Source: an optimization exercise on an open RTL-to-GDS flow (aim: small area, a short achievable clock period and few clock cycles per item). Production flows keep margins and buffers that such runs may drop.
The RTL was checked by simulation tests, not by an equivalence proof against the original design.
Power is estimated from default activity; no workload was simulated.

==> design.v <==
module ma_blk1(a, b, al, bl, hs, bg, bp);
  input [0:0] a, b;
  input al, bl;
  output [0:0] hs;
  output bg, bp;
  wire [1:0] c;
  assign c[0] = al & bl;
  assign hs[0] = a[0] ^ b[0] ^ c[0];
  assign c[1] = (a[0] & b[0]) | (c[0] & (a[0] ^ b[0]));
  wire ge = a[0] & b[0];
  assign bg = c[1] & ~ge;
  assign bp = &hs;
endmodule
module mb_blk1(hs, cb, r);
  input [0:0] hs;
  input cb;
  output [0:0] r;
  assign r[0] = hs[0] ^ cb;
endmodule
module ma_blk4(a, b, al, bl, hs, bg, bp);
  input [3:0] a, b;
  input al, bl;
  output [3:0] hs;
  output bg, bp;
  wire [4:0] c;
  assign c[0] = al & bl;
  assign hs[0] = a[0] ^ b[0] ^ c[0];
  assign c[1] = (a[0] & b[0]) | (c[0] & (a[0] ^ b[0]));
  assign hs[1] = a[1] ^ b[1] ^ c[1];
  assign c[2] = (a[1] & b[1]) | (c[1] & (a[1] ^ b[1]));
  assign hs[2] = a[2] ^ b[2] ^ c[2];
  assign c[3] = (a[2] & b[2]) | (c[2] & (a[2] ^ b[2]));
  assign hs[3] = a[3] ^ b[3] ^ c[3];
  assign c[4] = (a[3] & b[3]) | (c[3] & (a[3] ^ b[3]));
  wire ge = a[3] & b[3];
  assign bg = c[4] & ~ge;
  assign bp = &hs;
endmodule
module mb_blk4(hs, cb, r);
  input [3:0] hs;
  input cb;
  output [3:0] r;
  wire f0_1 = hs[1] & hs[0];
  wire f0_3 = hs[3] & hs[2];
  wire f1_2 = hs[2] & f0_1;
  wire f1_3 = f0_3 & f0_1;
  assign r[0] = hs[0] ^ cb;
  assign r[1] = hs[1] ^ (cb & hs[0]);
  assign r[2] = hs[2] ^ (cb & f0_1);
  assign r[3] = hs[3] ^ (cb & f1_2);
endmodule
module ma_low(a, b, x5, l0, l1, c0, c1);
  input [4:0] a, b;
  input x5;
  output [5:0] l0, l1;
  output c0, c1;
  wire [6:0] s0 = {2'b0, a} + {2'b0, b} + {1'b0, x5, 5'b0};
  wire [6:0] s1 = s0 + 7'd19;
  assign l0 = s0[5:0];
  assign l1 = s1[5:0];
  assign c0 = s0[6];
  assign c1 = s1[6];
endmodule
module ma_pre(bg, bp, pg, pp, eg);
  input [62:0] bg, bp;
  output [31:0] pg, pp, eg;
  assign pg[0] = bg[1] | (bp[1] & bg[0]);
  assign pp[0] = bp[1] & bp[0];
  assign eg[0] = bg[0];
  assign pg[1] = bg[3] | (bp[3] & bg[2]);
  assign pp[1] = bp[3] & bp[2];
  assign eg[1] = bg[2];
  assign pg[2] = bg[5] | (bp[5] & bg[4]);
  assign pp[2] = bp[5] & bp[4];
  assign eg[2] = bg[4];
  assign pg[3] = bg[7] | (bp[7] & bg[6]);
  assign pp[3] = bp[7] & bp[6];
  assign eg[3] = bg[6];
  assign pg[4] = bg[9] | (bp[9] & bg[8]);
  assign pp[4] = bp[9] & bp[8];
  assign eg[4] = bg[8];
  assign pg[5] = bg[11] | (bp[11] & bg[10]);
  assign pp[5] = bp[11] & bp[10];
  assign eg[5] = bg[10];
  assign pg[6] = bg[13] | (bp[13] & bg[12]);
  assign pp[6] = bp[13] & bp[12];
  assign eg[6] = bg[12];
  assign pg[7] = bg[15] | (bp[15] & bg[14]);
  assign pp[7] = bp[15] & bp[14];
  assign eg[7] = bg[14];
  assign pg[8] = bg[17] | (bp[17] & bg[16]);
  assign pp[8] = bp[17] & bp[16];
  assign eg[8] = bg[16];
  assign pg[9] = bg[19] | (bp[19] & bg[18]);
  assign pp[9] = bp[19] & bp[18];
  assign eg[9] = bg[18];
  assign pg[10] = bg[21] | (bp[21] & bg[20]);
  assign pp[10] = bp[21] & bp[20];
  assign eg[10] = bg[20];
  assign pg[11] = bg[23] | (bp[23] & bg[22]);
  assign pp[11] = bp[23] & bp[22];
  assign eg[11] = bg[22];
  assign pg[12] = bg[25] | (bp[25] & bg[24]);
  assign pp[12] = bp[25] & bp[24];
  assign eg[12] = bg[24];
  assign pg[13] = bg[27] | (bp[27] & bg[26]);
  assign pp[13] = bp[27] & bp[26];
  assign eg[13] = bg[26];
  assign pg[14] = bg[29] | (bp[29] & bg[28]);
  assign pp[14] = bp[29] & bp[28];
  assign eg[14] = bg[28];
  assign pg[15] = bg[31] | (bp[31] & bg[30]);
  assign pp[15] = bp[31] & bp[30];
  assign eg[15] = bg[30];
  assign pg[16] = bg[33] | (bp[33] & bg[32]);
  assign pp[16] = bp[33] & bp[32];
  assign eg[16] = bg[32];
  assign pg[17] = bg[35] | (bp[35] & bg[34]);
  assign pp[17] = bp[35] & bp[34];
  assign eg[17] = bg[34];
  assign pg[18] = bg[37] | (bp[37] & bg[36]);
  assign pp[18] = bp[37] & bp[36];
  assign eg[18] = bg[36];
  assign pg[19] = bg[39] | (bp[39] & bg[38]);
  assign pp[19] = bp[39] & bp[38];
  assign eg[19] = bg[38];
  assign pg[20] = bg[41] | (bp[41] & bg[40]);
  assign pp[20] = bp[41] & bp[40];
  assign eg[20] = bg[40];
  assign pg[21] = bg[43] | (bp[43] & bg[42]);
  assign pp[21] = bp[43] & bp[42];
  assign eg[21] = bg[42];
  assign pg[22] = bg[45] | (bp[45] & bg[44]);
  assign pp[22] = bp[45] & bp[44];
  assign eg[22] = bg[44];
  assign pg[23] = bg[47] | (bp[47] & bg[46]);
  assign pp[23] = bp[47] & bp[46];
  assign eg[23] = bg[46];
  assign pg[24] = bg[49] | (bp[49] & bg[48]);
  assign pp[24] = bp[49] & bp[48];
  assign eg[24] = bg[48];
  assign pg[25] = bg[51] | (bp[51] & bg[50]);
  assign pp[25] = bp[51] & bp[50];
  assign eg[25] = bg[50];
  assign pg[26] = bg[53] | (bp[53] & bg[52]);
  assign pp[26] = bp[53] & bp[52];
  assign eg[26] = bg[52];
  assign pg[27] = bg[55] | (bp[55] & bg[54]);
  assign pp[27] = bp[55] & bp[54];
  assign eg[27] = bg[54];
  assign pg[28] = bg[57] | (bp[57] & bg[56]);
  assign pp[28] = bp[57] & bp[56];
  assign eg[28] = bg[56];
  assign pg[29] = bg[59] | (bp[59] & bg[58]);
  assign pp[29] = bp[59] & bp[58];
  assign eg[29] = bg[58];
  assign pg[30] = bg[61] | (bp[61] & bg[60]);
  assign pp[30] = bp[61] & bp[60];
  assign eg[30] = bg[60];
  assign pg[31] = bg[62];
  assign pp[31] = bp[62];
  assign eg[31] = bg[62];
endmodule
module mb_carry(pg, pp, eg, hs, c0, c1, y, sel, cb);
  input [31:0] pg, pp, eg;
  input [254:6] hs;
  input c0, c1, y;
  output sel;
  output [62:0] cb;
  wire r0_1g = pg[1] | (pp[1] & pg[0]);
  wire r0_1t = pp[1] & pp[0];
  wire r0_3g = pg[3] | (pp[3] & pg[2]);
  wire r0_3t = pp[3] & pp[2];
  wire r0_5g = pg[5] | (pp[5] & pg[4]);
  wire r0_5t = pp[5] & pp[4];
  wire r0_7g = pg[7] | (pp[7] & pg[6]);
  wire r0_7t = pp[7] & pp[6];
  wire r0_9g = pg[9] | (pp[9] & pg[8]);
  wire r0_9t = pp[9] & pp[8];
  wire r0_11g = pg[11] | (pp[11] & pg[10]);
  wire r0_11t = pp[11] & pp[10];
  wire r0_13g = pg[13] | (pp[13] & pg[12]);
  wire r0_13t = pp[13] & pp[12];
  wire r0_15g = pg[15] | (pp[15] & pg[14]);
  wire r0_15t = pp[15] & pp[14];
  wire r0_17g = pg[17] | (pp[17] & pg[16]);
  wire r0_17t = pp[17] & pp[16];
  wire r0_19g = pg[19] | (pp[19] & pg[18]);
  wire r0_19t = pp[19] & pp[18];
  wire r0_21g = pg[21] | (pp[21] & pg[20]);
  wire r0_21t = pp[21] & pp[20];
  wire r0_23g = pg[23] | (pp[23] & pg[22]);
  wire r0_23t = pp[23] & pp[22];
  wire r0_25g = pg[25] | (pp[25] & pg[24]);
  wire r0_25t = pp[25] & pp[24];
  wire r0_27g = pg[27] | (pp[27] & pg[26]);
  wire r0_27t = pp[27] & pp[26];
  wire r0_29g = pg[29] | (pp[29] & pg[28]);
  wire r0_29t = pp[29] & pp[28];
  wire r0_31g = pg[31] | (pp[31] & pg[30]);
  wire r0_31t = pp[31] & pp[30];
  wire r1_2g = pg[2] | (pp[2] & r0_1g);
  wire r1_2t = pp[2] & r0_1t;
  wire r1_3g = r0_3g | (r0_3t & r0_1g);
  wire r1_3t = r0_3t & r0_1t;
  wire r1_6g = pg[6] | (pp[6] & r0_5g);
  wire r1_6t = pp[6] & r0_5t;
  wire r1_7g = r0_7g | (r0_7t & r0_5g);
  wire r1_7t = r0_7t & r0_5t;
  wire r1_10g = pg[10] | (pp[10] & r0_9g);
  wire r1_10t = pp[10] & r0_9t;
  wire r1_11g = r0_11g | (r0_11t & r0_9g);
  wire r1_11t = r0_11t & r0_9t;
  wire r1_14g = pg[14] | (pp[14] & r0_13g);
  wire r1_14t = pp[14] & r0_13t;
  wire r1_15g = r0_15g | (r0_15t & r0_13g);
  wire r1_15t = r0_15t & r0_13t;
  wire r1_18g = pg[18] | (pp[18] & r0_17g);
  wire r1_18t = pp[18] & r0_17t;
  wire r1_19g = r0_19g | (r0_19t & r0_17g);
  wire r1_19t = r0_19t & r0_17t;
  wire r1_22g = pg[22] | (pp[22] & r0_21g);
  wire r1_22t = pp[22] & r0_21t;
  wire r1_23g = r0_23g | (r0_23t & r0_21g);
  wire r1_23t = r0_23t & r0_21t;
  wire r1_26g = pg[26] | (pp[26] & r0_25g);
  wire r1_26t = pp[26] & r0_25t;
  wire r1_27g = r0_27g | (r0_27t & r0_25g);
  wire r1_27t = r0_27t & r0_25t;
  wire r1_30g = pg[30] | (pp[30] & r0_29g);
  wire r1_30t = pp[30] & r0_29t;
  wire r1_31g = r0_31g | (r0_31t & r0_29g);
  wire r1_31t = r0_31t & r0_29t;
  wire r2_4g = pg[4] | (pp[4] & r1_3g);
  wire r2_4t = pp[4] & r1_3t;
  wire r2_5g = r0_5g | (r0_5t & r1_3g);
  wire r2_5t = r0_5t & r1_3t;
  wire r2_6g = r1_6g | (r1_6t & r1_3g);
  wire r2_6t = r1_6t & r1_3t;
  wire r2_7g = r1_7g | (r1_7t & r1_3g);
  wire r2_7t = r1_7t & r1_3t;
  wire r2_12g = pg[12] | (pp[12] & r1_11g);
  wire r2_12t = pp[12] & r1_11t;
  wire r2_13g = r0_13g | (r0_13t & r1_11g);
  wire r2_13t = r0_13t & r1_11t;
  wire r2_14g = r1_14g | (r1_14t & r1_11g);
  wire r2_14t = r1_14t & r1_11t;
  wire r2_15g = r1_15g | (r1_15t & r1_11g);
  wire r2_15t = r1_15t & r1_11t;
  wire r2_20g = pg[20] | (pp[20] & r1_19g);
  wire r2_20t = pp[20] & r1_19t;
  wire r2_21g = r0_21g | (r0_21t & r1_19g);
  wire r2_21t = r0_21t & r1_19t;
  wire r2_22g = r1_22g | (r1_22t & r1_19g);
  wire r2_22t = r1_22t & r1_19t;
  wire r2_23g = r1_23g | (r1_23t & r1_19g);
  wire r2_23t = r1_23t & r1_19t;
  wire r2_28g = pg[28] | (pp[28] & r1_27g);
  wire r2_28t = pp[28] & r1_27t;
  wire r2_29g = r0_29g | (r0_29t & r1_27g);
  wire r2_29t = r0_29t & r1_27t;
  wire r2_30g = r1_30g | (r1_30t & r1_27g);
  wire r2_30t = r1_30t & r1_27t;
  wire r2_31g = r1_31g | (r1_31t & r1_27g);
  wire r2_31t = r1_31t & r1_27t;
  wire r3_8g = pg[8] | (pp[8] & r2_7g);
  wire r3_8t = pp[8] & r2_7t;
  wire r3_9g = r0_9g | (r0_9t & r2_7g);
  wire r3_9t = r0_9t & r2_7t;
  wire r3_10g = r1_10g | (r1_10t & r2_7g);
  wire r3_10t = r1_10t & r2_7t;
  wire r3_11g = r1_11g | (r1_11t & r2_7g);
  wire r3_11t = r1_11t & r2_7t;
  wire r3_12g = r2_12g | (r2_12t & r2_7g);
  wire r3_12t = r2_12t & r2_7t;
  wire r3_13g = r2_13g | (r2_13t & r2_7g);
  wire r3_13t = r2_13t & r2_7t;
  wire r3_14g = r2_14g | (r2_14t & r2_7g);
  wire r3_14t = r2_14t & r2_7t;
  wire r3_15g = r2_15g | (r2_15t & r2_7g);
  wire r3_15t = r2_15t & r2_7t;
  wire r3_24g = pg[24] | (pp[24] & r2_23g);
  wire r3_24t = pp[24] & r2_23t;
  wire r3_25g = r0_25g | (r0_25t & r2_23g);
  wire r3_25t = r0_25t & r2_23t;
  wire r3_26g = r1_26g | (r1_26t & r2_23g);
  wire r3_26t = r1_26t & r2_23t;
  wire r3_27g = r1_27g | (r1_27t & r2_23g);
  wire r3_27t = r1_27t & r2_23t;
  wire r3_28g = r2_28g | (r2_28t & r2_23g);
  wire r3_28t = r2_28t & r2_23t;
  wire r3_29g = r2_29g | (r2_29t & r2_23g);
  wire r3_29t = r2_29t & r2_23t;
  wire r3_30g = r2_30g | (r2_30t & r2_23g);
  wire r3_30t = r2_30t & r2_23t;
  wire r3_31g = r2_31g | (r2_31t & r2_23g);
  wire r3_31t = r2_31t & r2_23t;
  wire r4_16g = pg[16] | (pp[16] & r3_15g);
  wire r4_16t = pp[16] & r3_15t;
  wire r4_17g = r0_17g | (r0_17t & r3_15g);
  wire r4_17t = r0_17t & r3_15t;
  wire r4_18g = r1_18g | (r1_18t & r3_15g);
  wire r4_18t = r1_18t & r3_15t;
  wire r4_19g = r1_19g | (r1_19t & r3_15g);
  wire r4_19t = r1_19t & r3_15t;
  wire r4_20g = r2_20g | (r2_20t & r3_15g);
  wire r4_20t = r2_20t & r3_15t;
  wire r4_21g = r2_21g | (r2_21t & r3_15g);
  wire r4_21t = r2_21t & r3_15t;
  wire r4_22g = r2_22g | (r2_22t & r3_15g);
  wire r4_22t = r2_22t & r3_15t;
  wire r4_23g = r2_23g | (r2_23t & r3_15g);
  wire r4_23t = r2_23t & r3_15t;
  wire r4_24g = r3_24g | (r3_24t & r3_15g);
  wire r4_24t = r3_24t & r3_15t;
  wire r4_25g = r3_25g | (r3_25t & r3_15g);
  wire r4_25t = r3_25t & r3_15t;
  wire r4_26g = r3_26g | (r3_26t & r3_15g);
  wire r4_26t = r3_26t & r3_15t;
  wire r4_27g = r3_27g | (r3_27t & r3_15g);
  wire r4_27t = r3_27t & r3_15t;
  wire r4_28g = r3_28g | (r3_28t & r3_15g);
  wire r4_28t = r3_28t & r3_15t;
  wire r4_29g = r3_29g | (r3_29t & r3_15g);
  wire r4_29t = r3_29t & r3_15t;
  wire r4_30g = r3_30g | (r3_30t & r3_15g);
  wire r4_30t = r3_30t & r3_15t;
  wire r4_31g = r3_31g | (r3_31t & r3_15g);
  wire r4_31t = r3_31t & r3_15t;
  assign sel = y | r4_31g | (r4_31t & c1);
  wire cin = c0 | (sel & c1);
  assign cb[0] = cin;
  wire et0 = &hs[9:6];
  assign cb[1] = eg[0] | (et0 & cin);
  assign cb[2] = pg[0] | (pp[0] & cin);
  wire et1 = &hs[17:14];
  assign cb[3] = (eg[1] | (et1 & pg[0])) | ((et1 & pp[0]) & cin);
  assign cb[4] = r0_1g | (r0_1t & cin);
  wire et2 = &hs[25:22];
  assign cb[5] = (eg[2] | (et2 & r0_1g)) | ((et2 & r0_1t) & cin);
  assign cb[6] = r1_2g | (r1_2t & cin);
  wire et3 = &hs[33:30];
  assign cb[7] = (eg[3] | (et3 & r1_2g)) | ((et3 & r1_2t) & cin);
  assign cb[8] = r1_3g | (r1_3t & cin);
  wire et4 = &hs[41:38];
  assign cb[9] = (eg[4] | (et4 & r1_3g)) | ((et4 & r1_3t) & cin);
  assign cb[10] = r2_4g | (r2_4t & cin);
  wire et5 = &hs[49:46];
  assign cb[11] = (eg[5] | (et5 & r2_4g)) | ((et5 & r2_4t) & cin);
  assign cb[12] = r2_5g | (r2_5t & cin);
  wire et6 = &hs[57:54];
  assign cb[13] = (eg[6] | (et6 & r2_5g)) | ((et6 & r2_5t) & cin);
  assign cb[14] = r2_6g | (r2_6t & cin);
  wire et7 = &hs[65:62];
  assign cb[15] = (eg[7] | (et7 & r2_6g)) | ((et7 & r2_6t) & cin);
  assign cb[16] = r2_7g | (r2_7t & cin);
  wire et8 = &hs[73:70];
  assign cb[17] = (eg[8] | (et8 & r2_7g)) | ((et8 & r2_7t) & cin);
  assign cb[18] = r3_8g | (r3_8t & cin);
  wire et9 = &hs[81:78];
  assign cb[19] = (eg[9] | (et9 & r3_8g)) | ((et9 & r3_8t) & cin);
  assign cb[20] = r3_9g | (r3_9t & cin);
  wire et10 = &hs[89:86];
  assign cb[21] = (eg[10] | (et10 & r3_9g)) | ((et10 & r3_9t) & cin);
  assign cb[22] = r3_10g | (r3_10t & cin);
  wire et11 = &hs[97:94];
  assign cb[23] = (eg[11] | (et11 & r3_10g)) | ((et11 & r3_10t) & cin);
  assign cb[24] = r3_11g | (r3_11t & cin);
  wire et12 = &hs[105:102];
  assign cb[25] = (eg[12] | (et12 & r3_11g)) | ((et12 & r3_11t) & cin);
  assign cb[26] = r3_12g | (r3_12t & cin);
  wire et13 = &hs[113:110];
  assign cb[27] = (eg[13] | (et13 & r3_12g)) | ((et13 & r3_12t) & cin);
  assign cb[28] = r3_13g | (r3_13t & cin);
  wire et14 = &hs[121:118];
  assign cb[29] = (eg[14] | (et14 & r3_13g)) | ((et14 & r3_13t) & cin);
  assign cb[30] = r3_14g | (r3_14t & cin);
  wire et15 = &hs[129:126];
  assign cb[31] = (eg[15] | (et15 & r3_14g)) | ((et15 & r3_14t) & cin);
  assign cb[32] = r3_15g | (r3_15t & cin);
  wire et16 = &hs[137:134];
  assign cb[33] = (eg[16] | (et16 & r3_15g)) | ((et16 & r3_15t) & cin);
  assign cb[34] = r4_16g | (r4_16t & cin);
  wire et17 = &hs[145:142];
  assign cb[35] = (eg[17] | (et17 & r4_16g)) | ((et17 & r4_16t) & cin);
  assign cb[36] = r4_17g | (r4_17t & cin);
  wire et18 = &hs[153:150];
  assign cb[37] = (eg[18] | (et18 & r4_17g)) | ((et18 & r4_17t) & cin);
  assign cb[38] = r4_18g | (r4_18t & cin);
  wire et19 = &hs[161:158];
  assign cb[39] = (eg[19] | (et19 & r4_18g)) | ((et19 & r4_18t) & cin);
  assign cb[40] = r4_19g | (r4_19t & cin);
  wire et20 = &hs[169:166];
  assign cb[41] = (eg[20] | (et20 & r4_19g)) | ((et20 & r4_19t) & cin);
  assign cb[42] = r4_20g | (r4_20t & cin);
  wire et21 = &hs[177:174];
  assign cb[43] = (eg[21] | (et21 & r4_20g)) | ((et21 & r4_20t) & cin);
  assign cb[44] = r4_21g | (r4_21t & cin);
  wire et22 = &hs[185:182];
  assign cb[45] = (eg[22] | (et22 & r4_21g)) | ((et22 & r4_21t) & cin);
  assign cb[46] = r4_22g | (r4_22t & cin);
  wire et23 = &hs[193:190];
  assign cb[47] = (eg[23] | (et23 & r4_22g)) | ((et23 & r4_22t) & cin);
  assign cb[48] = r4_23g | (r4_23t & cin);
  wire et24 = &hs[201:198];
  assign cb[49] = (eg[24] | (et24 & r4_23g)) | ((et24 & r4_23t) & cin);
  assign cb[50] = r4_24g | (r4_24t & cin);
  wire et25 = &hs[209:206];
  assign cb[51] = (eg[25] | (et25 & r4_24g)) | ((et25 & r4_24t) & cin);
  assign cb[52] = r4_25g | (r4_25t & cin);
  wire et26 = &hs[217:214];
  assign cb[53] = (eg[26] | (et26 & r4_25g)) | ((et26 & r4_25t) & cin);
  assign cb[54] = r4_26g | (r4_26t & cin);
  wire et27 = &hs[225:222];
  assign cb[55] = (eg[27] | (et27 & r4_26g)) | ((et27 & r4_26t) & cin);
  assign cb[56] = r4_27g | (r4_27t & cin);
  wire et28 = &hs[233:230];
  assign cb[57] = (eg[28] | (et28 & r4_27g)) | ((et28 & r4_27t) & cin);
  assign cb[58] = r4_28g | (r4_28t & cin);
  wire et29 = &hs[241:238];
  assign cb[59] = (eg[29] | (et29 & r4_28g)) | ((et29 & r4_28t) & cin);
  assign cb[60] = r4_29g | (r4_29t & cin);
  wire et30 = &hs[249:246];
  assign cb[61] = (eg[30] | (et30 & r4_29g)) | ((et30 & r4_29t) & cin);
  assign cb[62] = r4_30g | (r4_30t & cin);
endmodule
module simple_modular_adder(a,b,clk,rst,out,done);
input [255:0] a,b;
input clk,rst;
output [255:0] out;
output done;
wire [254:6] hs;
wire [62:0] bg, bp;
wire [31:0] pg, pp, eg;
wire [5:0] l0, l1;
wire c0, c1;
ma_low u_low(.a(a[4:0]), .b(b[4:0]), .x5(a[5] ^ b[5]), .l0(l0), .l1(l1), .c0(c0), .c1(c1));
ma_blk4 u_a0(.a(a[9:6]), .b(b[9:6]), .al(a[5]), .bl(b[5]), .hs(hs[9:6]), .bg(bg[0]), .bp(bp[0]));
ma_blk4 u_a1(.a(a[13:10]), .b(b[13:10]), .al(a[9]), .bl(b[9]), .hs(hs[13:10]), .bg(bg[1]), .bp(bp[1]));
ma_blk4 u_a2(.a(a[17:14]), .b(b[17:14]), .al(a[13]), .bl(b[13]), .hs(hs[17:14]), .bg(bg[2]), .bp(bp[2]));
ma_blk4 u_a3(.a(a[21:18]), .b(b[21:18]), .al(a[17]), .bl(b[17]), .hs(hs[21:18]), .bg(bg[3]), .bp(bp[3]));
ma_blk4 u_a4(.a(a[25:22]), .b(b[25:22]), .al(a[21]), .bl(b[21]), .hs(hs[25:22]), .bg(bg[4]), .bp(bp[4]));
ma_blk4 u_a5(.a(a[29:26]), .b(b[29:26]), .al(a[25]), .bl(b[25]), .hs(hs[29:26]), .bg(bg[5]), .bp(bp[5]));
ma_blk4 u_a6(.a(a[33:30]), .b(b[33:30]), .al(a[29]), .bl(b[29]), .hs(hs[33:30]), .bg(bg[6]), .bp(bp[6]));
ma_blk4 u_a7(.a(a[37:34]), .b(b[37:34]), .al(a[33]), .bl(b[33]), .hs(hs[37:34]), .bg(bg[7]), .bp(bp[7]));
ma_blk4 u_a8(.a(a[41:38]), .b(b[41:38]), .al(a[37]), .bl(b[37]), .hs(hs[41:38]), .bg(bg[8]), .bp(bp[8]));
ma_blk4 u_a9(.a(a[45:42]), .b(b[45:42]), .al(a[41]), .bl(b[41]), .hs(hs[45:42]), .bg(bg[9]), .bp(bp[9]));
ma_blk4 u_a10(.a(a[49:46]), .b(b[49:46]), .al(a[45]), .bl(b[45]), .hs(hs[49:46]), .bg(bg[10]), .bp(bp[10]));
ma_blk4 u_a11(.a(a[53:50]), .b(b[53:50]), .al(a[49]), .bl(b[49]), .hs(hs[53:50]), .bg(bg[11]), .bp(bp[11]));
ma_blk4 u_a12(.a(a[57:54]), .b(b[57:54]), .al(a[53]), .bl(b[53]), .hs(hs[57:54]), .bg(bg[12]), .bp(bp[12]));
ma_blk4 u_a13(.a(a[61:58]), .b(b[61:58]), .al(a[57]), .bl(b[57]), .hs(hs[61:58]), .bg(bg[13]), .bp(bp[13]));
ma_blk4 u_a14(.a(a[65:62]), .b(b[65:62]), .al(a[61]), .bl(b[61]), .hs(hs[65:62]), .bg(bg[14]), .bp(bp[14]));
ma_blk4 u_a15(.a(a[69:66]), .b(b[69:66]), .al(a[65]), .bl(b[65]), .hs(hs[69:66]), .bg(bg[15]), .bp(bp[15]));
ma_blk4 u_a16(.a(a[73:70]), .b(b[73:70]), .al(a[69]), .bl(b[69]), .hs(hs[73:70]), .bg(bg[16]), .bp(bp[16]));
ma_blk4 u_a17(.a(a[77:74]), .b(b[77:74]), .al(a[73]), .bl(b[73]), .hs(hs[77:74]), .bg(bg[17]), .bp(bp[17]));
ma_blk4 u_a18(.a(a[81:78]), .b(b[81:78]), .al(a[77]), .bl(b[77]), .hs(hs[81:78]), .bg(bg[18]), .bp(bp[18]));
ma_blk4 u_a19(.a(a[85:82]), .b(b[85:82]), .al(a[81]), .bl(b[81]), .hs(hs[85:82]), .bg(bg[19]), .bp(bp[19]));
ma_blk4 u_a20(.a(a[89:86]), .b(b[89:86]), .al(a[85]), .bl(b[85]), .hs(hs[89:86]), .bg(bg[20]), .bp(bp[20]));
ma_blk4 u_a21(.a(a[93:90]), .b(b[93:90]), .al(a[89]), .bl(b[89]), .hs(hs[93:90]), .bg(bg[21]), .bp(bp[21]));
ma_blk4 u_a22(.a(a[97:94]), .b(b[97:94]), .al(a[93]), .bl(b[93]), .hs(hs[97:94]), .bg(bg[22]), .bp(bp[22]));
ma_blk4 u_a23(.a(a[101:98]), .b(b[101:98]), .al(a[97]), .bl(b[97]), .hs(hs[101:98]), .bg(bg[23]), .bp(bp[23]));
ma_blk4 u_a24(.a(a[105:102]), .b(b[105:102]), .al(a[101]), .bl(b[101]), .hs(hs[105:102]), .bg(bg[24]), .bp(bp[24]));
ma_blk4 u_a25(.a(a[109:106]), .b(b[109:106]), .al(a[105]), .bl(b[105]), .hs(hs[109:106]), .bg(bg[25]), .bp(bp[25]));
ma_blk4 u_a26(.a(a[113:110]), .b(b[113:110]), .al(a[109]), .bl(b[109]), .hs(hs[113:110]), .bg(bg[26]), .bp(bp[26]));
ma_blk4 u_a27(.a(a[117:114]), .b(b[117:114]), .al(a[113]), .bl(b[113]), .hs(hs[117:114]), .bg(bg[27]), .bp(bp[27]));
ma_blk4 u_a28(.a(a[121:118]), .b(b[121:118]), .al(a[117]), .bl(b[117]), .hs(hs[121:118]), .bg(bg[28]), .bp(bp[28]));
ma_blk4 u_a29(.a(a[125:122]), .b(b[125:122]), .al(a[121]), .bl(b[121]), .hs(hs[125:122]), .bg(bg[29]), .bp(bp[29]));
ma_blk4 u_a30(.a(a[129:126]), .b(b[129:126]), .al(a[125]), .bl(b[125]), .hs(hs[129:126]), .bg(bg[30]), .bp(bp[30]));
ma_blk4 u_a31(.a(a[133:130]), .b(b[133:130]), .al(a[129]), .bl(b[129]), .hs(hs[133:130]), .bg(bg[31]), .bp(bp[31]));
ma_blk4 u_a32(.a(a[137:134]), .b(b[137:134]), .al(a[133]), .bl(b[133]), .hs(hs[137:134]), .bg(bg[32]), .bp(bp[32]));
ma_blk4 u_a33(.a(a[141:138]), .b(b[141:138]), .al(a[137]), .bl(b[137]), .hs(hs[141:138]), .bg(bg[33]), .bp(bp[33]));
ma_blk4 u_a34(.a(a[145:142]), .b(b[145:142]), .al(a[141]), .bl(b[141]), .hs(hs[145:142]), .bg(bg[34]), .bp(bp[34]));
ma_blk4 u_a35(.a(a[149:146]), .b(b[149:146]), .al(a[145]), .bl(b[145]), .hs(hs[149:146]), .bg(bg[35]), .bp(bp[35]));
ma_blk4 u_a36(.a(a[153:150]), .b(b[153:150]), .al(a[149]), .bl(b[149]), .hs(hs[153:150]), .bg(bg[36]), .bp(bp[36]));
ma_blk4 u_a37(.a(a[157:154]), .b(b[157:154]), .al(a[153]), .bl(b[153]), .hs(hs[157:154]), .bg(bg[37]), .bp(bp[37]));
ma_blk4 u_a38(.a(a[161:158]), .b(b[161:158]), .al(a[157]), .bl(b[157]), .hs(hs[161:158]), .bg(bg[38]), .bp(bp[38]));
ma_blk4 u_a39(.a(a[165:162]), .b(b[165:162]), .al(a[161]), .bl(b[161]), .hs(hs[165:162]), .bg(bg[39]), .bp(bp[39]));
ma_blk4 u_a40(.a(a[169:166]), .b(b[169:166]), .al(a[165]), .bl(b[165]), .hs(hs[169:166]), .bg(bg[40]), .bp(bp[40]));
ma_blk4 u_a41(.a(a[173:170]), .b(b[173:170]), .al(a[169]), .bl(b[169]), .hs(hs[173:170]), .bg(bg[41]), .bp(bp[41]));
ma_blk4 u_a42(.a(a[177:174]), .b(b[177:174]), .al(a[173]), .bl(b[173]), .hs(hs[177:174]), .bg(bg[42]), .bp(bp[42]));
ma_blk4 u_a43(.a(a[181:178]), .b(b[181:178]), .al(a[177]), .bl(b[177]), .hs(hs[181:178]), .bg(bg[43]), .bp(bp[43]));
ma_blk4 u_a44(.a(a[185:182]), .b(b[185:182]), .al(a[181]), .bl(b[181]), .hs(hs[185:182]), .bg(bg[44]), .bp(bp[44]));
ma_blk4 u_a45(.a(a[189:186]), .b(b[189:186]), .al(a[185]), .bl(b[185]), .hs(hs[189:186]), .bg(bg[45]), .bp(bp[45]));
ma_blk4 u_a46(.a(a[193:190]), .b(b[193:190]), .al(a[189]), .bl(b[189]), .hs(hs[193:190]), .bg(bg[46]), .bp(bp[46]));
ma_blk4 u_a47(.a(a[197:194]), .b(b[197:194]), .al(a[193]), .bl(b[193]), .hs(hs[197:194]), .bg(bg[47]), .bp(bp[47]));
ma_blk4 u_a48(.a(a[201:198]), .b(b[201:198]), .al(a[197]), .bl(b[197]), .hs(hs[201:198]), .bg(bg[48]), .bp(bp[48]));
ma_blk4 u_a49(.a(a[205:202]), .b(b[205:202]), .al(a[201]), .bl(b[201]), .hs(hs[205:202]), .bg(bg[49]), .bp(bp[49]));
ma_blk4 u_a50(.a(a[209:206]), .b(b[209:206]), .al(a[205]), .bl(b[205]), .hs(hs[209:206]), .bg(bg[50]), .bp(bp[50]));
ma_blk4 u_a51(.a(a[213:210]), .b(b[213:210]), .al(a[209]), .bl(b[209]), .hs(hs[213:210]), .bg(bg[51]), .bp(bp[51]));
ma_blk4 u_a52(.a(a[217:214]), .b(b[217:214]), .al(a[213]), .bl(b[213]), .hs(hs[217:214]), .bg(bg[52]), .bp(bp[52]));
ma_blk4 u_a53(.a(a[221:218]), .b(b[221:218]), .al(a[217]), .bl(b[217]), .hs(hs[221:218]), .bg(bg[53]), .bp(bp[53]));
ma_blk4 u_a54(.a(a[225:222]), .b(b[225:222]), .al(a[221]), .bl(b[221]), .hs(hs[225:222]), .bg(bg[54]), .bp(bp[54]));
ma_blk4 u_a55(.a(a[229:226]), .b(b[229:226]), .al(a[225]), .bl(b[225]), .hs(hs[229:226]), .bg(bg[55]), .bp(bp[55]));
ma_blk4 u_a56(.a(a[233:230]), .b(b[233:230]), .al(a[229]), .bl(b[229]), .hs(hs[233:230]), .bg(bg[56]), .bp(bp[56]));
ma_blk4 u_a57(.a(a[237:234]), .b(b[237:234]), .al(a[233]), .bl(b[233]), .hs(hs[237:234]), .bg(bg[57]), .bp(bp[57]));
ma_blk4 u_a58(.a(a[241:238]), .b(b[241:238]), .al(a[237]), .bl(b[237]), .hs(hs[241:238]), .bg(bg[58]), .bp(bp[58]));
ma_blk4 u_a59(.a(a[245:242]), .b(b[245:242]), .al(a[241]), .bl(b[241]), .hs(hs[245:242]), .bg(bg[59]), .bp(bp[59]));
ma_blk4 u_a60(.a(a[249:246]), .b(b[249:246]), .al(a[245]), .bl(b[245]), .hs(hs[249:246]), .bg(bg[60]), .bp(bp[60]));
ma_blk4 u_a61(.a(a[253:250]), .b(b[253:250]), .al(a[249]), .bl(b[249]), .hs(hs[253:250]), .bg(bg[61]), .bp(bp[61]));
ma_blk1 u_a62(.a(a[254:254]), .b(b[254:254]), .al(a[253]), .bl(b[253]), .hs(hs[254:254]), .bg(bg[62]), .bp(bp[62]));
ma_pre u_p(.bg(bg), .bp(bp), .pg(pg), .pp(pp), .eg(eg));
reg [254:6] hs_r;
reg [31:0] pg_r, pp_r, eg_r;
reg [5:0] l0_r, l1_r;
reg c0_r, c1_r, y_r;
always @(posedge clk) begin
  hs_r <= hs;
  pg_r <= pg;
  pp_r <= pp;
  eg_r <= eg;
  l0_r <= l0;
  l1_r <= l1;
  c0_r <= c0;
  c1_r <= c1;
  y_r <= a[254] & b[254];
end
wire sel;
wire [62:0] cb;
wire [254:0] r;
mb_carry u_c(.pg(pg_r), .pp(pp_r), .eg(eg_r), .hs(hs_r), .c0(c0_r), .c1(c1_r), .y(y_r), .sel(sel), .cb(cb));
assign r[5:0] = sel ? l1_r : l0_r;
mb_blk4 u_b0(.hs(hs_r[9:6]), .cb(cb[0]), .r(r[9:6]));
mb_blk4 u_b1(.hs(hs_r[13:10]), .cb(cb[1]), .r(r[13:10]));
mb_blk4 u_b2(.hs(hs_r[17:14]), .cb(cb[2]), .r(r[17:14]));
mb_blk4 u_b3(.hs(hs_r[21:18]), .cb(cb[3]), .r(r[21:18]));
mb_blk4 u_b4(.hs(hs_r[25:22]), .cb(cb[4]), .r(r[25:22]));
mb_blk4 u_b5(.hs(hs_r[29:26]), .cb(cb[5]), .r(r[29:26]));
mb_blk4 u_b6(.hs(hs_r[33:30]), .cb(cb[6]), .r(r[33:30]));
mb_blk4 u_b7(.hs(hs_r[37:34]), .cb(cb[7]), .r(r[37:34]));
mb_blk4 u_b8(.hs(hs_r[41:38]), .cb(cb[8]), .r(r[41:38]));
mb_blk4 u_b9(.hs(hs_r[45:42]), .cb(cb[9]), .r(r[45:42]));
mb_blk4 u_b10(.hs(hs_r[49:46]), .cb(cb[10]), .r(r[49:46]));
mb_blk4 u_b11(.hs(hs_r[53:50]), .cb(cb[11]), .r(r[53:50]));
mb_blk4 u_b12(.hs(hs_r[57:54]), .cb(cb[12]), .r(r[57:54]));
mb_blk4 u_b13(.hs(hs_r[61:58]), .cb(cb[13]), .r(r[61:58]));
mb_blk4 u_b14(.hs(hs_r[65:62]), .cb(cb[14]), .r(r[65:62]));
mb_blk4 u_b15(.hs(hs_r[69:66]), .cb(cb[15]), .r(r[69:66]));
mb_blk4 u_b16(.hs(hs_r[73:70]), .cb(cb[16]), .r(r[73:70]));
mb_blk4 u_b17(.hs(hs_r[77:74]), .cb(cb[17]), .r(r[77:74]));
mb_blk4 u_b18(.hs(hs_r[81:78]), .cb(cb[18]), .r(r[81:78]));
mb_blk4 u_b19(.hs(hs_r[85:82]), .cb(cb[19]), .r(r[85:82]));
mb_blk4 u_b20(.hs(hs_r[89:86]), .cb(cb[20]), .r(r[89:86]));
mb_blk4 u_b21(.hs(hs_r[93:90]), .cb(cb[21]), .r(r[93:90]));
mb_blk4 u_b22(.hs(hs_r[97:94]), .cb(cb[22]), .r(r[97:94]));
mb_blk4 u_b23(.hs(hs_r[101:98]), .cb(cb[23]), .r(r[101:98]));
mb_blk4 u_b24(.hs(hs_r[105:102]), .cb(cb[24]), .r(r[105:102]));
mb_blk4 u_b25(.hs(hs_r[109:106]), .cb(cb[25]), .r(r[109:106]));
mb_blk4 u_b26(.hs(hs_r[113:110]), .cb(cb[26]), .r(r[113:110]));
mb_blk4 u_b27(.hs(hs_r[117:114]), .cb(cb[27]), .r(r[117:114]));
mb_blk4 u_b28(.hs(hs_r[121:118]), .cb(cb[28]), .r(r[121:118]));
mb_blk4 u_b29(.hs(hs_r[125:122]), .cb(cb[29]), .r(r[125:122]));
mb_blk4 u_b30(.hs(hs_r[129:126]), .cb(cb[30]), .r(r[129:126]));
mb_blk4 u_b31(.hs(hs_r[133:130]), .cb(cb[31]), .r(r[133:130]));
mb_blk4 u_b32(.hs(hs_r[137:134]), .cb(cb[32]), .r(r[137:134]));
mb_blk4 u_b33(.hs(hs_r[141:138]), .cb(cb[33]), .r(r[141:138]));
mb_blk4 u_b34(.hs(hs_r[145:142]), .cb(cb[34]), .r(r[145:142]));
mb_blk4 u_b35(.hs(hs_r[149:146]), .cb(cb[35]), .r(r[149:146]));
mb_blk4 u_b36(.hs(hs_r[153:150]), .cb(cb[36]), .r(r[153:150]));
mb_blk4 u_b37(.hs(hs_r[157:154]), .cb(cb[37]), .r(r[157:154]));
mb_blk4 u_b38(.hs(hs_r[161:158]), .cb(cb[38]), .r(r[161:158]));
mb_blk4 u_b39(.hs(hs_r[165:162]), .cb(cb[39]), .r(r[165:162]));
mb_blk4 u_b40(.hs(hs_r[169:166]), .cb(cb[40]), .r(r[169:166]));
mb_blk4 u_b41(.hs(hs_r[173:170]), .cb(cb[41]), .r(r[173:170]));
mb_blk4 u_b42(.hs(hs_r[177:174]), .cb(cb[42]), .r(r[177:174]));
mb_blk4 u_b43(.hs(hs_r[181:178]), .cb(cb[43]), .r(r[181:178]));
mb_blk4 u_b44(.hs(hs_r[185:182]), .cb(cb[44]), .r(r[185:182]));
mb_blk4 u_b45(.hs(hs_r[189:186]), .cb(cb[45]), .r(r[189:186]));
mb_blk4 u_b46(.hs(hs_r[193:190]), .cb(cb[46]), .r(r[193:190]));
mb_blk4 u_b47(.hs(hs_r[197:194]), .cb(cb[47]), .r(r[197:194]));
mb_blk4 u_b48(.hs(hs_r[201:198]), .cb(cb[48]), .r(r[201:198]));
mb_blk4 u_b49(.hs(hs_r[205:202]), .cb(cb[49]), .r(r[205:202]));
mb_blk4 u_b50(.hs(hs_r[209:206]), .cb(cb[50]), .r(r[209:206]));
mb_blk4 u_b51(.hs(hs_r[213:210]), .cb(cb[51]), .r(r[213:210]));
mb_blk4 u_b52(.hs(hs_r[217:214]), .cb(cb[52]), .r(r[217:214]));
mb_blk4 u_b53(.hs(hs_r[221:218]), .cb(cb[53]), .r(r[221:218]));
mb_blk4 u_b54(.hs(hs_r[225:222]), .cb(cb[54]), .r(r[225:222]));
mb_blk4 u_b55(.hs(hs_r[229:226]), .cb(cb[55]), .r(r[229:226]));
mb_blk4 u_b56(.hs(hs_r[233:230]), .cb(cb[56]), .r(r[233:230]));
mb_blk4 u_b57(.hs(hs_r[237:234]), .cb(cb[57]), .r(r[237:234]));
mb_blk4 u_b58(.hs(hs_r[241:238]), .cb(cb[58]), .r(r[241:238]));
mb_blk4 u_b59(.hs(hs_r[245:242]), .cb(cb[59]), .r(r[245:242]));
mb_blk4 u_b60(.hs(hs_r[249:246]), .cb(cb[60]), .r(r[249:246]));
mb_blk4 u_b61(.hs(hs_r[253:250]), .cb(cb[61]), .r(r[253:250]));
mb_blk1 u_b62(.hs(hs_r[254:254]), .cb(cb[62]), .r(r[254:254]));
reg [254:0] res;
reg st, dn;
always @(posedge clk) begin
  res <= r;
  st <= rst;
  dn <= st & ~rst;
end
assign out = {1'b0, res};
assign done = dn;
endmodule
==> flow/run.sh <==
#!/bin/bash
# Layout flow: the standard ORFS flow (standard.sh), run on a config (own.mk) that
# includes the standard flow's config.mk and adds two settings:
#  - the port buffers are the smallest plain buffer, sky130_fd_sc_hd__buf_1, instead of
#    the delay cell buffer_ports picks by default (every port still gets its buffer);
#  - slow cells with long PMOS stacks (3- and 4-input OR/NOR and some complex AOI/OAI
#    gates) are added to the platform's don't-use list.
# Synthesis, registers, floorplan, power grid, tap cells, CTS and routing are the standard
# flow's. The make output goes to standard.log; ORFS keeps each step's log under orfs/logs.
set -euo pipefail
here=$(pwd)
cat > own.mk <<EOM
include $here/config.mk
export BUFFER_PORTS_ARGS = -buffer_cell sky130_fd_sc_hd__buf_1
export DONT_USE_CELLS = sky130_fd_sc_hd__nor3_1 sky130_fd_sc_hd__nor3_2 sky130_fd_sc_hd__nor3_4 sky130_fd_sc_hd__nor3b_1 sky130_fd_sc_hd__nor3b_2 sky130_fd_sc_hd__nor3b_4 sky130_fd_sc_hd__nor4_1 sky130_fd_sc_hd__nor4_2 sky130_fd_sc_hd__nor4_4 sky130_fd_sc_hd__nor4b_1 sky130_fd_sc_hd__nor4b_2 sky130_fd_sc_hd__nor4b_4 sky130_fd_sc_hd__nor4bb_1 sky130_fd_sc_hd__nor4bb_2 sky130_fd_sc_hd__nor4bb_4 sky130_fd_sc_hd__or3_1 sky130_fd_sc_hd__or3_2 sky130_fd_sc_hd__or3_4 sky130_fd_sc_hd__or3b_1 sky130_fd_sc_hd__or3b_2 sky130_fd_sc_hd__or3b_4 sky130_fd_sc_hd__or4_1 sky130_fd_sc_hd__or4_2 sky130_fd_sc_hd__or4_4 sky130_fd_sc_hd__or4b_1 sky130_fd_sc_hd__or4b_2 sky130_fd_sc_hd__or4b_4 sky130_fd_sc_hd__or4bb_1 sky130_fd_sc_hd__or4bb_2 sky130_fd_sc_hd__or4bb_4  sky130_fd_sc_hd__a2111o_1 sky130_fd_sc_hd__a2111o_2 sky130_fd_sc_hd__a2111o_4 sky130_fd_sc_hd__a2111oi_0 sky130_fd_sc_hd__a2111oi_1 sky130_fd_sc_hd__a2111oi_2 sky130_fd_sc_hd__a2111oi_4 sky130_fd_sc_hd__a222oi_1 sky130_fd_sc_hd__a2bb2o_1 sky130_fd_sc_hd__a2bb2o_2 sky130_fd_sc_hd__a2bb2o_4 sky130_fd_sc_hd__a2bb2oi_1 sky130_fd_sc_hd__a2bb2oi_2 sky130_fd_sc_hd__a2bb2oi_4 sky130_fd_sc_hd__a311o_1 sky130_fd_sc_hd__a311o_2 sky130_fd_sc_hd__a311o_4 sky130_fd_sc_hd__a311oi_1 sky130_fd_sc_hd__a311oi_2 sky130_fd_sc_hd__a311oi_4 sky130_fd_sc_hd__a32o_1 sky130_fd_sc_hd__a32o_2 sky130_fd_sc_hd__a32o_4 sky130_fd_sc_hd__a32oi_1 sky130_fd_sc_hd__a32oi_2 sky130_fd_sc_hd__a32oi_4 sky130_fd_sc_hd__a41o_1 sky130_fd_sc_hd__a41o_2 sky130_fd_sc_hd__a41o_4 sky130_fd_sc_hd__a41oi_1 sky130_fd_sc_hd__a41oi_2 sky130_fd_sc_hd__a41oi_4 sky130_fd_sc_hd__o2111a_1 sky130_fd_sc_hd__o2111a_2 sky130_fd_sc_hd__o2111a_4 sky130_fd_sc_hd__o2111ai_1 sky130_fd_sc_hd__o2111ai_2 sky130_fd_sc_hd__o2111ai_4 sky130_fd_sc_hd__o2bb2a_1 sky130_fd_sc_hd__o2bb2a_2 sky130_fd_sc_hd__o2bb2a_4 sky130_fd_sc_hd__o2bb2ai_1 sky130_fd_sc_hd__o2bb2ai_2 sky130_fd_sc_hd__o2bb2ai_4 sky130_fd_sc_hd__o311a_1 sky130_fd_sc_hd__o311a_2 sky130_fd_sc_hd__o311a_4 sky130_fd_sc_hd__o311ai_0 sky130_fd_sc_hd__o311ai_1 sky130_fd_sc_hd__o311ai_2 sky130_fd_sc_hd__o311ai_4 sky130_fd_sc_hd__o32a_1 sky130_fd_sc_hd__o32a_2 sky130_fd_sc_hd__o32a_4 sky130_fd_sc_hd__o32ai_1 sky130_fd_sc_hd__o32ai_2 sky130_fd_sc_hd__o32ai_4 sky130_fd_sc_hd__o41a_1 sky130_fd_sc_hd__o41a_2 sky130_fd_sc_hd__o41a_4 sky130_fd_sc_hd__o41ai_1 sky130_fd_sc_hd__o41ai_2 sky130_fd_sc_hd__o41ai_4 
EOM
sed "s#DESIGN_CONFIG=[^ ]*#DESIGN_CONFIG=$here/own.mk#" standard.sh > own.sh
bash own.sh > standard.log 2>&1
==> standard.sh <==
#!/bin/bash
# synth_recipe.tcl (not shown) runs the flow's synth.tcl, then flattens the netlist and writes it again
# the make line also repeats each setting of config.mk as NAME=value (left out here)
make -C /OpenROAD-flow-scripts/flow DESIGN_CONFIG=/design/flow/config.mk WORK_HOME=/design/flow/orfs CLKGATE_MAP_FILE= SYNTH_SCRIPT=/design/flow/synth_recipe.tcl "${@:-finish}"
==> config.mk <==
export PLATFORM = sky130hd
export DESIGN_NAME = simple_modular_adder
export DESIGN_NICKNAME = simple_modular_adder
export VERILOG_FILES = /design/flow/design.v
export SDC_FILE = /design/flow/constraint.sdc
export NUM_CORES = 4
export LEC_CHECK = 0
export CAP_MARGIN = 20
export CORE_MARGIN = 2
export CORE_UTILIZATION = 40
export CTS_CLUSTER_DIAMETER = 60
export CTS_CLUSTER_SIZE = 25
export SETUP_SLACK_MARGIN = 2.45
export SLEW_MARGIN = 20
export SYNTH_HIERARCHICAL = 1
==> constraint.sdc <==
create_clock -name core_clock -period 5.0 [get_ports {clk}]
set_input_delay 1.0000 -clock core_clock [delete_from_list [all_inputs] [get_ports {clk}]]
set_output_delay 1.0000 -clock core_clock [all_outputs]
set_load 0.01 [all_outputs]
==> results of run 1 <==
==> how the worst max path moves through the flow <==
stage,from,to,cells after the start
after floorplan,a[101],pp_r[12]$_DFF_P_,7
after global placement,pp_r[13]$_DFF_P_,res[67]$_DFF_P_,11
after detailed placement,pp_r[13]$_DFF_P_,res[67]$_DFF_P_,11
after CTS,pp_r[5]$_DFF_P_,res[55]$_DFF_P_,11
after global routing,pp_r[8]$_DFF_P_,res[155]$_DFF_P_,13
final,pp_r[16]$_DFF_P_,res[155]$_DFF_P_,13
==> critical path, cell delays in order, from the launching register on <==
cell and delay, ns:
dfxtp_2 0.38, and4_4 0.28, nand4_1 0.13, or2_4 0.28, o21ai_4 0.18, a211oi_4 0.09, buf_4 0.15, o21bai_4 0.12
buf_12 0.14, a31oi_4 0.11, buf_6 0.14, o21bai_4 0.19, ha_4 0.18, xor2_4 0.18
==> per-layer routing <==
metal | routed length [µm] | track usage
met1 | 27720 | 0.2410
met2 | 38690 | 0.4170
met3 | 5249 | 0.06478
met4 | 2182 | 0.06813
met5 | 45 | 0
==> registers in the layout, indices dropped and copies added (netlist names) <==
signal	count
c1_r	1
res	255
pg_r	32
eg_r	31
pp_r	32
hs_r	249
st	1
y_r	1
c0_r	1
l0_r	6
dn	1
l1_r	6
==> timing repair <==
action                     CTS  global route
setup buffers               39            21
setup endpoints to repair  249           196
gates resized for setup    148           138
cloned                       0             0
pin swaps                   65           106
==> power groups by stage <==
stage | Combinational, mW | Clock (mW) | Sequential (mW)
2_1_floorplan | 1.26 | 0 | 6.68
3_3_place_gp | 2.78 | 0 | 6.51
3_5_place_dp | 2.83 | 0 | 6.54
4_1_cts | 2.98 | 3.84 | 6.44
5_1_grt | 3.35 | 4.03 | 6.58
6_report | 3.05 | 3.73 | 6.47
==> per-stage QoR <==
step / setup WS [ns] / instances
floorplan: 2.150 / 1860
global route: 2.256 / 3520
CTS: 2.332 / 3494
detailed placement: 1.442 / 3378
finish: 2.356 / 3523
global placement: 1.554 / 3378
==> cell type report <==
class	count	area share
repair buffers	827	0.1051
clock inverters	30	0.01164
well taps	790	0.02966
flip-flops and latches	616	0.3713
diodes	8	0.0006007
multi-input cells	1189	0.4463
inverters	16	0.002102
clock buffers	47	0.03334
==> impl_results.md, run 1 <==
- Sequential power share: 0.488
- CP arrival: 3.15 ns
- Reg-to-reg critical path startpoint: pp_r[16]$_DFF_P_
- Max VDD drop: 208.0 µV
- Crit path kind: reg2reg
- Dpl hpwl: 63.01 mm
- Antenna violations before repair: 11
- Int Pwr: 9.046 mW
- Htree depth: 2
- First-pass GRT wire length: 106.8 mm
- Vias/cell: 4.846
- Root Driver: clkbuf_16
- Max-cap violations: 0
- Count of final setup violators: 0
- Starting Density: 0.4024
- Fill cells: 5317
- Fmax: 0.3783 GHz
- R2R Setup Slk: 2.36 ns
- Switching Share: 0.3173
- Syn nets: 2755
- Clock skew: 0.03304 ns
- Multi-input logic area: 14870 µm²
- Rows: 91
- Mapped Cells: 1860
- RSZ-0062 raised after global routing: yes
- All-Layer GR Usage: 0.2231
- Pre-Repair DR Iteration Count: 4
- Commonest non-fill, non-tap cell in the layout: buf_1
- P per Cell Area: 397.6 nW/µm²
- Crit path launch type: flop
- Hold bufs inserted after CTS: 0
- WL final: 73.88 mm
- Min-Delay Path Depth: 1
- DRC: 0
- Largest net degree at the start of global routing: 26
- Cell area after layout: 33330 µm²
- Share of post-route cells with drive strength above 1: 0.2415
- P&R area growth vs syn: 34.69%
- Psw: 4.205 mW
- Min cycle time layout: 2.644 ns
- Yosys Warn Count: 7
- Io pins: 771
- Most frequent cells in the layout: buf_1, dfxtp_1, fa_2
- Worst Tran Pin Value: 0.7715 ns
- Total gr overflow: 0
- Starting DRC count in detailed routing: 516
- Hold slack: 0.4136 ns
- Max-Slew Margin vs Limit: 0.4839
- Die Wd: 252.7 µm
- Final hold violation count: 0
- Fin crit share: 0.5287
- Critical R2R Capture: res[155]$_DFF_P_
- DRT antenna net count: 0
- Die height: 252.7 µm
- Reg2Reg Depth: 13
- Critical path required time: 5.51 ns
- Gp weighted congestion: 1.010
- Clk buf depth: 3
- Vias: 17074
- Clock-pin transition on the worst setup and hold timing paths: 0.09 ns
- Crit end category: flop
- Setup Total Neg Slack: 0 ns
- Pleak: 12.93 nW
- Final core utilization: 0.5421
- TritonCTS Buffers: 43
- Hold_sp: hs_r[133]$_DFF_P_
- Final layout net count: 3588
- Vias in the first global route: 18427
- Hold WC Path Type: reg2reg
- Pwr Total: 13.25 mW
- Core area: 61480 µm²
- Register area: 12370 µm²
- Mapped Area: 24740 µm²
- Status: timing/DRC/antenna clean
- Combinational share of power: 0.230
- Crit path max fanout: 5
- PortBufs: 767
- Cell area after placement: 29910 µm²
- Max-slew violation count: 0
- Power share of the clock group: 0.282
- Worst skew pair latency: 0.59 ns
- Mean area per synthesized cell: 13.30 µm²
- Full die area: 63860 µm²
- Wire per inst: 20.97 µm
- Worst Hold End: res[133]$_DFF_P_
- Clock Sinks: 616
- CTS tree: built
Testbench counts, summed over its fixed seeds: cycles 1,024, items 512.
==> inputs of run 2 (changes only) <==
--- a/config.mk
+++ b/config.mk
@@ -11,5 +11,6 @@
 export CTS_CLUSTER_DIAMETER = 60
 export CTS_CLUSTER_SIZE = 25
-export SETUP_SLACK_MARGIN = 2.45
+export PLACE_DENSITY = 0.8
+export SETUP_SLACK_MARGIN = 2.3
 export SLEW_MARGIN = 20
 export SYNTH_HIERARCHICAL = 1
==> impl_results.md, run 2 <==
- TritonCTS Buffers: 40 (was 43)
- Full die area: 63860 µm² (unchanged)
- Clock-pin transition on the worst setup and hold timing paths: 0.09 ns (about the same)
- Share of post-route cells with drive strength above 1: 0.1905 (was 0.2415)
- Critical Path Max Stage Delay: 0.35 ns (was 0.38 ns)
- CTS tree: built (unchanged)
- Final layout net count: 3543 (was 3588)
- DRT antenna net count: 0 (unchanged)
- WL final: 68.28 mm (was 73.88 mm)
- Hold bufs inserted after CTS: 0 (unchanged)
- Commonest non-fill, non-tap cell in the layout: buf_1 (unchanged)
- Yosys Warn Count: 7 (unchanged)
- Root Driver: clkbuf_16 (unchanged)
- All-Layer GR Usage: 0.2067 (was 0.2231)
- Top delay family on crit path: compound AO/OA/AOI/OAI gates (was simple AND/OR/NAND/NOR gates)
- Core area: 61480 µm² (unchanged)
- Die height: 252.7 µm (unchanged)
- Clk buf depth: 3 (unchanged)
- Rows: 91 (unchanged)
- CP arrival: 3.21 ns (was 3.15 ns)
- Largest net degree at the start of global routing: 26 (unchanged)
- Largest regs: res x255, hs_r x249 (unchanged)
- Total gr overflow: 0 (unchanged)
- Starting DRC count in detailed routing: 527 (was 516)
- Vias in the first global route: 17583 (was 18427)
- DRC: 0 (unchanged)
- PnR worst setup slack: 2.301 ns (was 2.356 ns)
- Max-cap violations: 0 (unchanged)
- Fin crit share: 0.5398 (was 0.5287)
- Die Wd: 252.7 µm (unchanged)
- Io pins: 771 (unchanged)
- Worst skew pair latency: 0.59 ns (about the same)
- Final hold violation count: 0 (unchanged)
- Most frequent cells in the layout: buf_1, dfxtp_1, fa_2 (unchanged)
- P per Cell Area: 403.0 nW/µm² (was 397.6 nW/µm²)
- Vias: 16745 (was 17074)
- Status: timing/DRC/antenna clean (unchanged)
- Crit path kind: reg2reg (unchanged)
- Clock skew: 0.03031 ns (was 0.03304 ns)
- Cell area after layout: 32020 µm² (was 33330 µm²)
- Clock Sinks: 616 (unchanged)
- Count of final setup violators: 0 (unchanged)
- Max reg flops: 255 (unchanged)
- Mapped Cells: 1860 (unchanged)
- Gp weighted congestion: 0.9466 (was 1.010)
- Dpl hpwl: 57.45 mm (was 63.01 mm)
- Hold WC Path Type: reg2reg (unchanged)
- Pleak: 12.57 nW (was 12.93 nW)
- Critical path required time: 5.51 ns (about the same)
- Mapped Area: 24740 µm² (unchanged)
- Antenna violations before repair: 9 (was 11)
- Max-slew violation count: 0 (unchanged)
- Biggest register: res (unchanged)
- Max-Slew Margin vs Limit: 0.4436 (was 0.4839)
- Max VDD drop: 232.3 µV (was 208.0 µV)
- Starting Density: 0.4024 (unchanged)
- Worst Tran Pin Value: 0.8319 ns (was 0.7715 ns)
- RSZ-0062 raised after global routing: yes (unchanged)
- Min cycle time layout: 2.699 ns (was 2.644 ns)
- Mean area per synthesized cell: 13.30 µm² (unchanged)
- Cell area after placement: 29870 µm² (was 29910 µm²)
- CP Buf/Inv Count: 2 (was 3)
- Syn nets: 2755 (unchanged)
- Crit path launch type: flop (unchanged)
- Vias/cell: 4.815 (was 4.846)
- Setup slack at placement: 1.449 ns (was 1.442 ns)
- Fmax: 0.3705 GHz (was 0.3783 GHz)
- PortBufs: 767 (unchanged)
- CP max-delay cell: dfxtp_1 (was dfxtp_2)
- Crit end category: flop (unchanged)
- P&R area growth vs syn: 29.42% (was 34.69%)
- Final core utilization: 0.5208 (was 0.5421)
- Pre-Repair DR Iteration Count: 5 (was 4)
- Crit path max fanout: 6 (was 5)
- First-pass GRT wire length: 98.85 mm (was 106.8 mm)
- Setup Total Neg Slack: 0 ns (unchanged)
- Htree depth: 2 (unchanged)
- Wire per inst: 19.63 µm (was 20.97 µm)
- Pwr Total: 12.90 mW (was 13.25 mW)
- Worst-path cell chain: a21o_1 -> a21oi_4 -> o221a_4 -> o21ai_4 -> a211oi_4 -> and2_4 -> inv_8 -> a221oi_4 -> nand2b_1 -> buf_4 -> nand4_1 -> xnor2_1 (was and4_4 -> nand4_1 -> or2_4 -> o21ai_4 -> a211oi_4 -> buf_4 -> o21bai_4 -> buf_12 -> a31oi_4 -> buf_6 -> o21bai_4 -> ha_4 -> xor2_4)
## run 2: cell types whose count changed in the layout (fill, tap and decap cells not counted), sizes merged
cell,change
clkinv,-1
clkbuf,-5
bufinv,+2
inv,-7
clkinvlp,+3
buf,-40
diode,+3
## run 2: metrics by stage
stage               hold slack, ns  std cells
floorplan                   0.4056       1860
global placement            0.4131       3378
detailed placement          0.4145       3378
CTS                         0.4223       3459
global route                0.4406       3474
finish                      0.4219       3478
## run 2: path summary, 6_finish.rpt
kind         slack [ns]  depth (start not counted)              end        startpoint
max reg2reg        2.30                         12  res[57]$_DFF_P_  pg_r[24]$_DFF_P_
max                2.30                         12  res[57]$_DFF_P_  pg_r[24]$_DFF_P_
min reg2reg        0.42                          1  res[13]$_DFF_P_  hs_r[13]$_DFF_P_
min                0.42                          1  res[13]$_DFF_P_  hs_r[13]$_DFF_P_
## run 2: power breakdown
group | total, mW | internal [mW] | switching [mW]
registers | 6.41 | 5.90 | 0.509
logic | 2.85 | 1.26 | 1.59
clock network | 3.65 | 1.76 | 1.89
## run 2: cell type report
type,count,area [µm²]
antenna,11,27.53
clock buffer,44,1057
clock inverter,27,397.9
fill,5089,29460
inverter,16,67.56
multi-input combinational,1189,14050
sequential,616,12370
tap,790,988.4
timing repair buffer,785,3059
## run 2: metal layers
metal	GRT usage	share of wire	vias to the layer above
li1	-	-	8021
met1	0.2288	0.38	7976
met2	0.3690	0.51	594
met3	0.04871	0.063	154
met4	0.1055	0.049	0
met5	0	0	-
## run 2: repair_timing
| item | CTS | global route |
|---|---|---|
| gates resized for setup | 68 | 61 |
| pin swaps | 19 | 37 |
| setup buffers | 10 | 8 |
| endpoints found under the setup margin | 250 | 120 |
==> inputs of run 3 (changes only) <==
--- a/config.mk
+++ b/config.mk
@@ -11,5 +11,4 @@
 export CTS_CLUSTER_DIAMETER = 60
 export CTS_CLUSTER_SIZE = 25
-export PLACE_DENSITY = 0.8
 export SETUP_SLACK_MARGIN = 2.3
 export SLEW_MARGIN = 20
==> impl_results.md, run 3 <==
- Count of final setup violators: 0 (unchanged)
- Io pins: 771 (unchanged)
- Critical path required time: 5.49 ns (was 5.51 ns)
- Setup Total Neg Slack: 0 ns (unchanged)
- Yosys Warn Count: 7 (unchanged)
- Max-cap violations: 0 (unchanged)
- TritonCTS Buffers: 44 (was 40)
- Critical Path Max Stage Delay: 0.37 ns (was 0.35 ns)
- Worst-path cell chain: a21o_1 -> a31o_4 -> a21oi_4 -> nor2_4 -> a211oi_2 -> buf_4 -> o21bai_4 -> buf_12 -> buf_6 -> a21o_4 -> a21o_1 -> ha_2 -> xor2_1 (was a21o_1 -> a21oi_4 -> o221a_4 -> o21ai_4 -> a211oi_4 -> and2_4 -> inv_8 -> a221oi_4 -> nand2b_1 -> buf_4 -> nand4_1 -> xnor2_1)
- Final layout net count: 3554 (was 3543)
- P per Cell Area: 410.8 nW/µm² (was 403.0 nW/µm²)
- Pre-Repair DR Iteration Count: 5 (unchanged)
- Mapped Cells: 1860 (unchanged)
- Hold bufs inserted after CTS: 0 (unchanged)
- First-pass GRT wire length: 105.2 mm (was 98.85 mm)
- WL final: 71.99 mm (was 68.28 mm)
- All-Layer GR Usage: 0.2211 (was 0.2067)
- Commonest non-fill, non-tap cell in the layout: buf_1 (unchanged)
- Final hold violation count: 0 (unchanged)
- Total gr overflow: 0 (unchanged)
- Max reg flops: 255 (unchanged)
- Mean area per synthesized cell: 13.30 µm² (unchanged)
- Most frequent cells in the layout: buf_1, dfxtp_1, fa_2 (unchanged)
- Multi-input logic area: 14000 µm² (was 14050 µm²)
- Vias in the first global route: 18183 (was 17583)
- Gp weighted congestion: 0.9823 (was 0.9466)
- Register area: 12360 µm² (was 12370 µm²)
- Vias/cell: 4.809 (was 4.815)
- Status: timing/DRC/antenna clean (unchanged)
- Die height: 252.7 µm (unchanged)
- Crit path max fanout: 5 (was 6)
- CP arrival: 3.18 ns (was 3.21 ns)
- DRT antenna net count: 0 (unchanged)
- Largest net degree at the start of global routing: 26 (unchanged)
- Root Driver: clkbuf_16 (unchanged)
- Crit end category: flop (unchanged)
- Wire per inst: 20.61 µm (was 19.63 µm)
- Biggest register: res (unchanged)
- Full die area: 63860 µm² (unchanged)
- Vias: 16792 (was 16745)
- Clock-pin transition on the worst setup and hold timing paths: 0.09 ns (about the same)
- Clk buf depth: 3 (unchanged)
- Clock Sinks: 616 (unchanged)
- Dpl hpwl: 62.42 mm (was 57.45 mm)
- Crit path launch type: flop (unchanged)
- Min cycle time layout: 2.690 ns (was 2.699 ns)
- Die Wd: 252.7 µm (unchanged)
- Mapped Area: 24740 µm² (unchanged)
- Antenna violations before repair: 15 (was 9)
- Pleak: 12.67 nW (was 12.57 nW)
- Crit path kind: reg2reg (unchanged)
- Max-Slew Margin vs Limit: 0.4880 (was 0.4436)
- Hold slack: 0.4198 ns (was 0.4219 ns)
- Max-slew violation count: 0 (unchanged)
- CTS tree: built (unchanged)
- Hold WC Path Type: reg2reg (unchanged)
- Worst skew pair latency: 0.61 ns (was 0.59 ns)
- Fin crit share: 0.5380 (was 0.5398)
- Share of post-route cells with drive strength above 1: 0.1918 (was 0.1905)
- Starting Density: 0.4024 (unchanged)
- P&R area growth vs syn: 29.89% (was 29.42%)
- Syn nets: 2755 (unchanged)
- Worst Tran Pin Value: 0.7653 ns (was 0.8319 ns)
- CP max-delay cell: dfxtp_4 (was dfxtp_1)
- Fill cells: 5459 (was 5089)
- PortBufs: 767 (unchanged)
- Most used cell, CP: a21o_1
- Largest regs: res x255, hs_r x249 (unchanged)
- Core area: 61480 µm² (unchanged)
- Fmax: 0.3717 GHz (was 0.3705 GHz)
- RSZ-0062 raised after global routing: yes (unchanged)
- Htree depth: 2 (unchanged)
- Max VDD drop: 282.4 µV (was 232.3 µV)
- DRC: 0 (unchanged)
- Starting DRC count in detailed routing: 589 (was 527)
- Rows: 91 (unchanged)
- Clock skew: 0.03976 ns (was 0.03031 ns)
-- run 3: cell type report --
class,instances,area share
Timing Repair Buffer,792,0.09643
Tap cell,790,0.03075
Clock buffer,49,0.03613
Clock inverter,33,0.01394
Inverter,16,0.002102
Multi-Input combinational cell,1189,0.4356
Sequential cell,616,0.3845
Antenna cell,7,0.0005450
-- run 3: routing by layer --
| metal | global-route usage | vias to the layer above | share of wire |
|---|---|---|---|
| met5 | 0 | - | 0.0015 |
| met4 | 0.1048 | 18 | 0.046 |
| met3 | 0.07518 | 160 | 0.079 |
| met2 | 0.3911 | 551 | 0.50 |
| met1 | 0.2360 | 8027 | 0.37 |
| li1 | - | 8036 | - |
-- run 3: timing repair --
item | 4_1_cts | 5_1_grt
setup buffers | 12 | 13
resized for setup | 66 | 46
setup endpoints to repair | 236 | 128
pin swaps | 14 | 23
-- run 3: stage by stage --
stage	cell area [µm²]	worst slack, ns	instances	utilization	power (mW)
final	32140	2.310	3492	0.5227	13.20
after global routing	32130	2.206	3489	0.5226	13.92
after CTS	31850	2.272	3472	0.5181	13.36
after detailed placement	29870	1.459	3378	0.4858	9.353
after global placement	29870	1.609	3378	0.4858	9.288
after floorplan	26410	2.133	1860	-	7.943
-- run 3: report_power, final --
part	switching, mW	total [mW]	leakage [nW]	internal, mW
combinational	1.62	2.88	6.71	1.26
clock	2.01	3.90	0.780	1.89
sequential	0.523	6.42	5.18	5.90
total	4.15	13.2	12.7	9.05
-- run 3: final timing paths --
kind                          start               end  slack (ns)  cells after the start
setup / recovery   pp_r[21]$_DFF_P_  res[147]$_DFF_P_        2.31                     13
hold / removal    hs_r[205]$_DFF_P_  res[205]$_DFF_P_        0.42                      1
setup reg to reg   pp_r[21]$_DFF_P_  res[147]$_DFF_P_        2.31                     13
hold reg to reg   hs_r[205]$_DFF_P_  res[205]$_DFF_P_        0.42                      1
-- run 3: worst max-delay path, delay by kind of cell, from the launching register on --
| kind | cells | cell delay (ns) |
|---|---|---|
| fa+ha+maj | 1 | 0.18 |
| xor+xnor | 1 | 0.15 |
| flops | 1 | 0.37 |
| buf+inv | 3 | 0.41 |
| simple gates | 1 | 0.07 |
| compound gates | 7 | 1.38 |

## static timing again, ports no longer ideal
No port has a modelled driver above. Below, the same layouts with a new extraction and two added sets of constraints. Step 1 (the two cells are an assumption about what drives the block):
set clk [get_ports {clk}]
set_driving_cell -lib_cell sky130_fd_sc_hd__clkbuf_16 $clk
set_driving_cell -lib_cell sky130_fd_sc_hd__buf_2 [delete_from_list [all_inputs] $clk]
Step 2 adds t to the input delays and takes it off the output delays; t is the mean of the earliest and latest rising clock arrival at the registers after step 1. Input paths then give back, and output paths get back, about the clock's delay inside the block. Slacks: no drivers / after step 1 / after step 2; pairs: no drivers / after step 1.
| run | t, ns | setup slack, ns | latest minus earliest clock arrival (ns) | worst register clock-pin slew, ns | cell pins on the clock port's net |
|---|---|---|---|---|---|
| run 1 | 0.629 | 2.356 / 2.356 / 1.862 | 0.033 / 0.033 | 0.09 / 0.09 | 1 |
| run 2 | 0.634 | 2.301 / 2.301 / 1.777 | 0.031 / 0.032 | 0.09 / 0.09 | 1 |
| run 3 | 0.647 | 2.310 / 2.310 / 1.800 | 0.041 / 0.041 | 0.10 / 0.10 | 1 |
After both steps setup and hold are still met in every run listed. For run 2, which loses most, drivers alone change the setup slack by 0.000 ns; drivers and shift together by -0.524 ns.
